Context: an optimization exercise on an open-source flow, tuned for small area and a short achievable clock period. The choices shown serve that exercise and are no tape-out recipe. The RTL was checked by simulation tests, not by an equivalence proof against the original design. No activity file was given, so power comes from the tool's default toggle rates.

==> run a <==
// fp_adder_top
module fp_adder_top (
    input  logic        clk,
    input  logic        rst,
    input  logic        start,
    input  logic [31:0] operand_normalized_ieee_a,
    input  logic [31:0] operand_normalized_ieee_b,
    input  logic        op,
    output logic [31:0] final_sum,
    output logic        finish,
    output logic        zero,
    output logic        overflow,
    output logic        underflow
);
==> module adder_floating_point, before the edit <==
module adder_floating_point (
    input  logic [22:0] x,           
    input  logic [22:0] y,           
    input  logic [7:0]  e_big,       
    input  logic [4:0]  sh,          
    input  logic        drop,        
    input  logic        gt,          
    input  logic        both_inf,    
    input  logic        sign_in,     
    input  logic        zc_en,       
    input  logic        eff_sub,     
    output logic [31:0] final_sum,
    output logic        underflow
);
  logic [23:0] mx, my, my_sh;
  assign mx    = {1'b1, x};
  assign my    = {~gt, y};
  assign my_sh = drop ? 24'd0 : (my >> sh);
  logic [24:0] s;
  logic [23:0] yb, p, g, gs, ps;
  logic        cin, neg, sign;
  assign yb = my_sh ^ {24{eff_sub}};
  assign p  = mx ^ yb;
  assign g  = mx & yb;
  always_comb begin
    logic [23:0] gg, pp;
    gg = g;
    pp = p;
    for (int d = 1; d < 24; d = d * 2)
      for (int i = 2 * d - 1; i < 24; i += 2 * d) begin
        gg[i] = gg[i] | (pp[i] & gg[i-d]);
        pp[i] = pp[i] & pp[i-d];
      end
    for (int d = 8; d >= 1; d = d / 2)
      for (int i = 3 * d - 1; i < 24; i += 2 * d) begin
        gg[i] = gg[i] | (pp[i] & gg[i-d]);
        pp[i] = pp[i] & pp[i-d];
      end
    gs = gg;
    ps = pp;
  end
  assign neg = eff_sub & ~(gs[23] | ps[23]);
  assign cin = eff_sub & ~neg;
  always_comb begin
    s[0] = p[0] ^ cin ^ neg;
    for (int i = 1; i < 24; i++)
      s[i] = p[i] ^ neg ^ (gs[i-1] | (ps[i-1] & cin));
    s[24] = gs[23];
  end
  assign sign = sign_in ^ neg;
  logic [23:0] t;
  always_comb
    for (int i = 0; i < 24; i++)
      t[i] = s[i] | (e_big == 8'(23 - i));
  logic [4:0] lz;
  lzc24 u_lzc (.x(t), .n(lz));
  logic        carry;
  logic [23:0] s_l;
  logic [22:0] frac;
  logic [7:0]  e_n;
  assign carry = ~eff_sub & s[24] & ~both_inf;
  assign s_l   = s[23:0] << lz;
  always_comb begin
    if (carry) begin
      frac = s[23:1];
      e_n  = e_big + 8'd1;
    end else if (!eff_sub) begin
      frac = s[22:0];
      e_n  = e_big;
    end else begin
      frac = s_l[22:0];
      e_n  = e_big - {3'd0, lz};
    end
  end
  logic nan, zcase;
  assign nan   = both_inf & (eff_sub | s[23]);
  assign zcase = ~|s[23:0] & zc_en;
  always_comb begin
    final_sum[31]    = sign & ~zcase & ~nan;
    final_sum[30:23] = nan ? 8'hff : (zcase ? 8'd0 : e_n);
    final_sum[22:0]  = nan ? 23'd1 : frac;
    underflow = (final_sum[30:23] == 8'd0) & ~(zcase & (e_big != 8'd0));
  end
endmodule
==> module fp_adder_top, before the edit <==
module fp_adder_top (
    input  logic        clk,
    input  logic        rst,
    input  logic        start,
    input  logic [31:0] operand_normalized_ieee_a,
    input  logic [31:0] operand_normalized_ieee_b,
    input  logic        op,
    output logic [31:0] final_sum,
    output logic        finish,
    output logic        zero,
    output logic        overflow,
    output logic        underflow
);
  logic        sa, sb, eff_sub;
  logic [7:0]  ea, eb;
  logic [22:0] ma, mb;
  assign sa      = operand_normalized_ieee_a[31];
  assign sb      = operand_normalized_ieee_b[31] ^ op;
  assign ea      = operand_normalized_ieee_a[30:23];
  assign eb      = operand_normalized_ieee_b[30:23];
  assign ma      = operand_normalized_ieee_a[22:0];
  assign mb      = operand_normalized_ieee_b[22:0];
  assign eff_sub = sa ^ sb;
  logic [8:0] q;
  logic       gt, a_inf, b_inf;
  logic [7:0] sh;
  assign q     = {1'b0, ea} + {1'b0, ~eb};
  assign gt    = q[8];
  assign a_inf = &ea;
  assign b_inf = &eb;
  assign sh    = q[7:0] ^ {8{~gt}};
  logic [22:0] x_d, y_d;
  logic [7:0]  e_big_d;
  logic [4:0]  sh_d;
  logic        drop_d, gt_d, both_inf_d, sign_d, zc_en_d;
  assign x_d        = gt ? ma : mb;
  assign y_d        = gt ? {1'b1, mb[22:1]} : ma;
  assign e_big_d    = gt ? ea : eb;
  assign sh_d       = sh[4:0];
  assign drop_d     = (a_inf ^ b_inf) | (|sh[7:5]) | (&sh[4:3]);
  assign both_inf_d = a_inf & b_inf;
  assign sign_d     = gt ? sa : sb;
  assign zc_en_d    = eff_sub | ((e_big_d == 8'd0) & ~sa & ~operand_normalized_ieee_b[31]);
  logic [22:0] x_q, y_q;
  logic [7:0]  e_big_q;
  logic [4:0]  sh_q;
  logic        drop_q, gt_q, both_inf_q, sign_q, zc_en_q, eff_sub_q, valid_q;
  always_ff @(posedge clk) begin
    x_q        <= x_d;
    y_q        <= y_d;
    e_big_q    <= e_big_d;
    sh_q       <= sh_d;
    drop_q     <= drop_d;
    gt_q       <= gt;
    both_inf_q <= both_inf_d;
    sign_q     <= sign_d;
    zc_en_q    <= zc_en_d;
    eff_sub_q  <= eff_sub;
    if (rst) valid_q <= 1'b0;
    else     valid_q <= start;
  end
  logic [31:0] sum_d;
  logic        underflow_d;
  adder_floating_point u_add (
      .x(x_q),
      .y(y_q),
      .e_big(e_big_q),
      .sh(sh_q),
      .drop(drop_q),
      .gt(gt_q),
      .both_inf(both_inf_q),
      .sign_in(sign_q),
      .zc_en(zc_en_q),
      .eff_sub(eff_sub_q),
      .final_sum(sum_d),
      .underflow(underflow_d)
  );
  always_ff @(posedge clk) begin
    final_sum <= sum_d;
    underflow <= underflow_d;
    if (rst) finish <= 1'b0;
    else     finish <= valid_q;
  end
  assign zero     = ~|final_sum;
  assign overflow = &final_sum[30:23];
endmodule
==> flow/config.mk <==
export PLATFORM = sky130hd
export DESIGN_NAME = fp_adder_top
export DESIGN_NICKNAME = fp_adder_top
export VERILOG_FILES = /design/flow/design.v
export SDC_FILE = /design/flow/constraint.sdc
export NUM_CORES = 4
export LEC_CHECK = 0
export CAP_MARGIN = 20
export CORE_MARGIN = 2
export CORE_UTILIZATION = 40
export SLEW_MARGIN = 20
==> flow/constraint.sdc <==
create_clock -name core_clock -period 40.0 [get_ports {clk}]
set_input_delay 8.0000 -clock core_clock [delete_from_list [all_inputs] [get_ports {clk}]]
set_output_delay 8.0000 -clock core_clock [all_outputs]
set_load 0.01 [all_outputs]
standard.sh (not shown) runs the stock make flow with config.mk's settings and CLKGATE_MAP_FILE= SYNTH_SCRIPT=/design/flow/synth_recipe.tcl, a recipe that flattens the netlist after the stock synthesis.
==> flow/flow/run.sh <==
#!/bin/bash
# Own layout flow. the standard synthesis, except that ABC maps the
# combinational logic with an area-recovering script (flow/map.abc); the
# registers are mapped by dfflibmap before ABC runs, so their names and cells
# are the standard synthesis's. Then ORFS's layout, as standard.sh runs it.
# Each tool's output goes to a log file in the work folder.
set -euo pipefail
W=$(pwd)
F=$W/flow
R=$W/orfs/results/$FLOW_PLATFORM/fp_adder_top/base

# synth_recipe.tcl with abc's -script argument replaced by flow/map.abc
{
  head -n 1 synth_recipe.tcl
  echo "proc abc {args} { set i [lsearch -exact \$args -script]; if {\$i >= 0} { lset args [expr {\$i + 1}] {$F/map.abc} }; yosys abc {*}\$args }"
  tail -n +2 synth_recipe.tcl
} > own_synth.tcl

# the make command line standard.sh uses, with our synthesis script; extra
# settings for every step come from flow/make_vars and for the floorplan step
# (whose timing repair only resizes gates) from flow/fp_vars, one VAR=value
# per line
mk=$(grep -o 'make -C .*finish}"' standard.sh | sed 's/ "\${@:-finish}"$//' | sed "s#SYNTH_SCRIPT=[^ ]*#SYNTH_SCRIPT=$W/own_synth.tcl#")
vars() {
  local out=()
  if [[ -f $1 ]]; then
    while read -r kv; do [[ -n $kv && $kv != \#* ]] && out+=("$kv"); done < "$1"
  fi
  echo "${out[*]:-}"
}
eval "$mk $(vars $F/make_vars) synth" > make_synth.log 2>&1
eval "$mk $(vars $F/make_vars) $(vars $F/fp_vars) floorplan" > make_floorplan.log 2>&1
eval "$mk $(vars $F/make_vars) finish" > make_finish.log 2>&1

: # left out here: write the final layout as DEF
==> flow/flow/fp_vars <==
SETUP_SLACK_MARGIN=31
==> flow/flow/make_vars <==
# extra make variables for the layout
SKIP_CTS_REPAIR_TIMING=1
SKIP_INCREMENTAL_REPAIR=1
==> flow/flow/map.abc <==
strash
dc2
dch -f
amap
==> run b: changes against run a <==
==> flow/design.v (replaced) <==
module adder_floating_point (
    input  logic [31:0] operand_normalized_ieee_a,
    input  logic [31:0] operand_normalized_ieee_b,
    input  logic        eff_sub,
    output logic [31:0] final_sum,
    output logic        zero,
    output logic        overflow,
    output logic        underflow
);
  logic        sa, sb;
  logic [7:0]  ea, eb;
  logic [22:0] ma, mb;
  assign sa = operand_normalized_ieee_a[31];
  assign ea = operand_normalized_ieee_a[30:23];
  assign eb = operand_normalized_ieee_b[30:23];
  assign ma = operand_normalized_ieee_a[22:0];
  assign mb = operand_normalized_ieee_b[22:0];
  assign sb = sa ^ eff_sub;
  logic [8:0]  q;
  logic        gt, e_eq, a_big;
  logic [7:0]  sh, e_big;
  assign q     = {1'b0, ea} + {1'b0, ~eb};
  assign gt    = q[8];
  assign e_eq  = &q[7:0];
  assign a_big = gt | (e_eq & (ma >= mb));
  assign e_big = gt ? ea : eb;
  assign sh    = q[7:0] ^ {8{~gt}};
  logic a_inf, b_inf, both_inf, one_inf;
  assign a_inf    = &ea;
  assign b_inf    = &eb;
  assign both_inf = a_inf & b_inf;
  assign one_inf  = a_inf ^ b_inf;
  logic [23:0] mx, my, my_sh;
  logic        sign;
  assign mx   = a_big ? {1'b1, ma} : {1'b1, mb};
  assign my   = gt ? {2'b01, mb[22:1]} : (a_big ? {1'b1, mb} : {1'b1, ma});
  assign sign = a_big ? sa : sb;
  logic drop;
  assign drop  = one_inf | (|sh[7:5]) | (&sh[4:3]);
  assign my_sh = drop ? 24'd0 : (my >> sh[4:0]);
  logic [24:0] s;
  logic [23:0] yb, p, g, c;
  assign yb = my_sh ^ {24{eff_sub}};
  assign p  = mx ^ yb;
  assign g  = mx & yb;
  always_comb begin
    logic [23:0] gg, pp;
    gg = g;
    pp = p;
    gg[0] = g[0] | (p[0] & eff_sub);
    for (int d = 1; d < 24; d = d * 2)
      for (int i = 2 * d - 1; i < 24; i += 2 * d) begin
        gg[i] = gg[i] | (pp[i] & gg[i-d]);
        pp[i] = pp[i] & pp[i-d];
      end
    for (int d = 8; d >= 1; d = d / 2)
      for (int i = 3 * d - 1; i < 24; i += 2 * d) begin
        gg[i] = gg[i] | (pp[i] & gg[i-d]);
        pp[i] = pp[i] & pp[i-d];
      end
    c = {gg[22:0], eff_sub};
    s = {gg[23], p ^ c};
  end
  logic [23:0] t;
  always_comb
    for (int i = 0; i < 24; i++)
      t[i] = s[i] | (e_big == 8'(23 - i));
  logic [4:0] lz;
  lzc24 u_lzc (.x(t), .n(lz));
  logic        carry;
  logic [23:0] s_l;
  logic [22:0] frac;
  logic [7:0]  e_n;
  assign carry = ~eff_sub & s[24] & ~both_inf;
  assign s_l   = s[23:0] << lz;
  always_comb begin
    if (carry) begin
      frac = s[23:1];
      e_n  = e_big + 8'd1;
    end else if (!eff_sub) begin
      frac = s[22:0];
      e_n  = e_big;
    end else begin
      frac = s_l[22:0];
      e_n  = e_big - {3'd0, lz};
    end
  end
  logic nan, zcase;
  assign nan   = both_inf & (eff_sub | s[23]);
  assign zcase = ~|s[23:0] & (eff_sub | ((e_big == 8'd0) & ~sa & ~operand_normalized_ieee_b[31]));
  always_comb begin
    final_sum[31]    = sign & ~zcase & ~nan;
    final_sum[30:23] = nan ? 8'hff : (zcase ? 8'd0 : e_n);
    final_sum[22:0]  = nan ? 23'd1 : frac;
    overflow  = &final_sum[30:23];
    underflow = (final_sum[30:23] == 8'd0) & ~(zcase & (e_big != 8'd0));
    zero      = ~|final_sum;
  end
endmodule
module lzc24 (
    input  logic [23:0] x,
    output logic [4:0]  n
);
  logic [31:0] w;
  logic [1:0]  c1 [16];
  logic        a1 [16];
  logic [1:0]  c2 [8];
  logic        a2 [8];
  logic [2:0]  c3 [4];
  logic        a3 [4];
  logic [3:0]  c4 [2];
  logic        a4 [2];
  assign w = {x, 8'hff};
  always_comb begin
    for (int i = 0; i < 16; i++) begin
      a1[i] = ~(w[2*i+1] | w[2*i]);
      c1[i] = {1'b0, ~w[2*i+1]};
    end
    for (int i = 0; i < 8; i++) begin
      a2[i] = a1[2*i+1] & a1[2*i];
      c2[i] = a1[2*i+1] ? {1'b1, c1[2*i][0]} : {1'b0, c1[2*i+1][0]};
    end
    for (int i = 0; i < 4; i++) begin
      a3[i] = a2[2*i+1] & a2[2*i];
      c3[i] = a2[2*i+1] ? {1'b1, c2[2*i]} : {1'b0, c2[2*i+1]};
    end
    for (int i = 0; i < 2; i++) begin
      a4[i] = a3[2*i+1] & a3[2*i];
      c4[i] = a3[2*i+1] ? {1'b1, c3[2*i]} : {1'b0, c3[2*i+1]};
    end
    n = a4[1] ? {1'b1, c4[0]} : {1'b0, c4[1]};
  end
endmodule
module fp_adder_top (
    input  logic        clk,
    input  logic        rst,
    input  logic        start,
    input  logic [31:0] operand_normalized_ieee_a,
    input  logic [31:0] operand_normalized_ieee_b,
    input  logic        op,
    output logic [31:0] final_sum,
    output logic        finish,
    output logic        zero,
    output logic        overflow,
    output logic        underflow
);
  logic [31:0] a_q, b_q;
  logic        eff_sub_q, valid_q;
  logic [31:0] sum_d;
  logic        zero_d, overflow_d, underflow_d;
  always_ff @(posedge clk) begin
    a_q       <= operand_normalized_ieee_a;
    b_q       <= operand_normalized_ieee_b;
    eff_sub_q <= operand_normalized_ieee_a[31] ^ operand_normalized_ieee_b[31] ^ op;
    if (rst) valid_q <= 1'b0;
    else     valid_q <= start;
  end
  adder_floating_point u_add (
      .operand_normalized_ieee_a(a_q),
      .operand_normalized_ieee_b(b_q),
      .eff_sub(eff_sub_q),
      .final_sum(sum_d),
      .zero(zero_d),
      .overflow(overflow_d),
      .underflow(underflow_d)
  );
  always_ff @(posedge clk) begin
    final_sum <= sum_d;
    zero      <= zero_d;
    overflow  <= overflow_d;
    underflow <= underflow_d;
    if (rst) finish <= 1'b0;
    else     finish <= valid_q;
  end
endmodule
==> flow/run.sh (new file) <==
#!/bin/bash
# synth_recipe.tcl (not shown) runs the flow's synth.tcl, then flattens the netlist and writes it again
# the make line also repeats each setting of config.mk as NAME=value (left out here)
make -C /OpenROAD-flow-scripts/flow DESIGN_CONFIG=/design/flow/config.mk WORK_HOME=/design/flow/orfs CLKGATE_MAP_FILE= SYNTH_SCRIPT=/design/flow/synth_recipe.tcl finish
--- a/flow/config.mk
+++ b/flow/config.mk
@@ -9,3 +9,4 @@
 export CORE_MARGIN = 2
-export CORE_UTILIZATION = 40
+export CORE_UTILIZATION = 70
+export PLACE_DENSITY = 0.8
 export SLEW_MARGIN = 20
removed: flow/flow/run.sh
removed: flow/flow/fp_vars
removed: flow/flow/make_vars
removed: flow/flow/map.abc
removed: flow/standard.sh
==> run summary <==
* Run status: finished clean
* Most frequent cells in the layout: nand2_1, nor2_1, o21ai_0
* Well Taps at 184
* Compound-cell area share of the yosys netlist at 29.0%
* Met3 routed WL at 6.66 mm
* Final Wtd Congestion at 1.15
* Power Sequential at 0.000132 W
(the above is from run b)
==> run summary <==
* Compound-cell area share of the yosys netlist at 40.1%
* Power Sequential at 0.000144 W
* Final Wtd Congestion at 0.997
* Run status: finished clean
* Well Taps at 229
(the above is from run a)

## separate check: timing with driven ports
How much do the figures lean on ideal ports? The routed layouts below were timed once more, with nothing changed but the port constraints.
Step 1: set_driving_cell puts a clkbuf_16 on clk and a buf_2 on each other input, an assumption about the parent block.
Step 2 times the ports against the registers' clock, not the clock port: input delays grow and output delays shrink by t, the midpoint of the rising clock arrivals with the driver on.
Three values: no drivers, after step 1, after step 2; two values: the first two.
run | t (ns) | setup WS [ns] | worst setup path after step 2 | worst register clock-pin slew, ns
run a | 0.399 | 28.615 / 28.615 / 28.251 | input to register | 0.08 / 0.08
run b | 0.414 | 25.695 / 25.695 / 25.695 | register to register | 0.09 / 0.09
After both steps every run listed still meets setup and hold. The setup slack of run a, which loses most, moves by 0.000 ns with the drivers and by -0.364 ns with both steps.
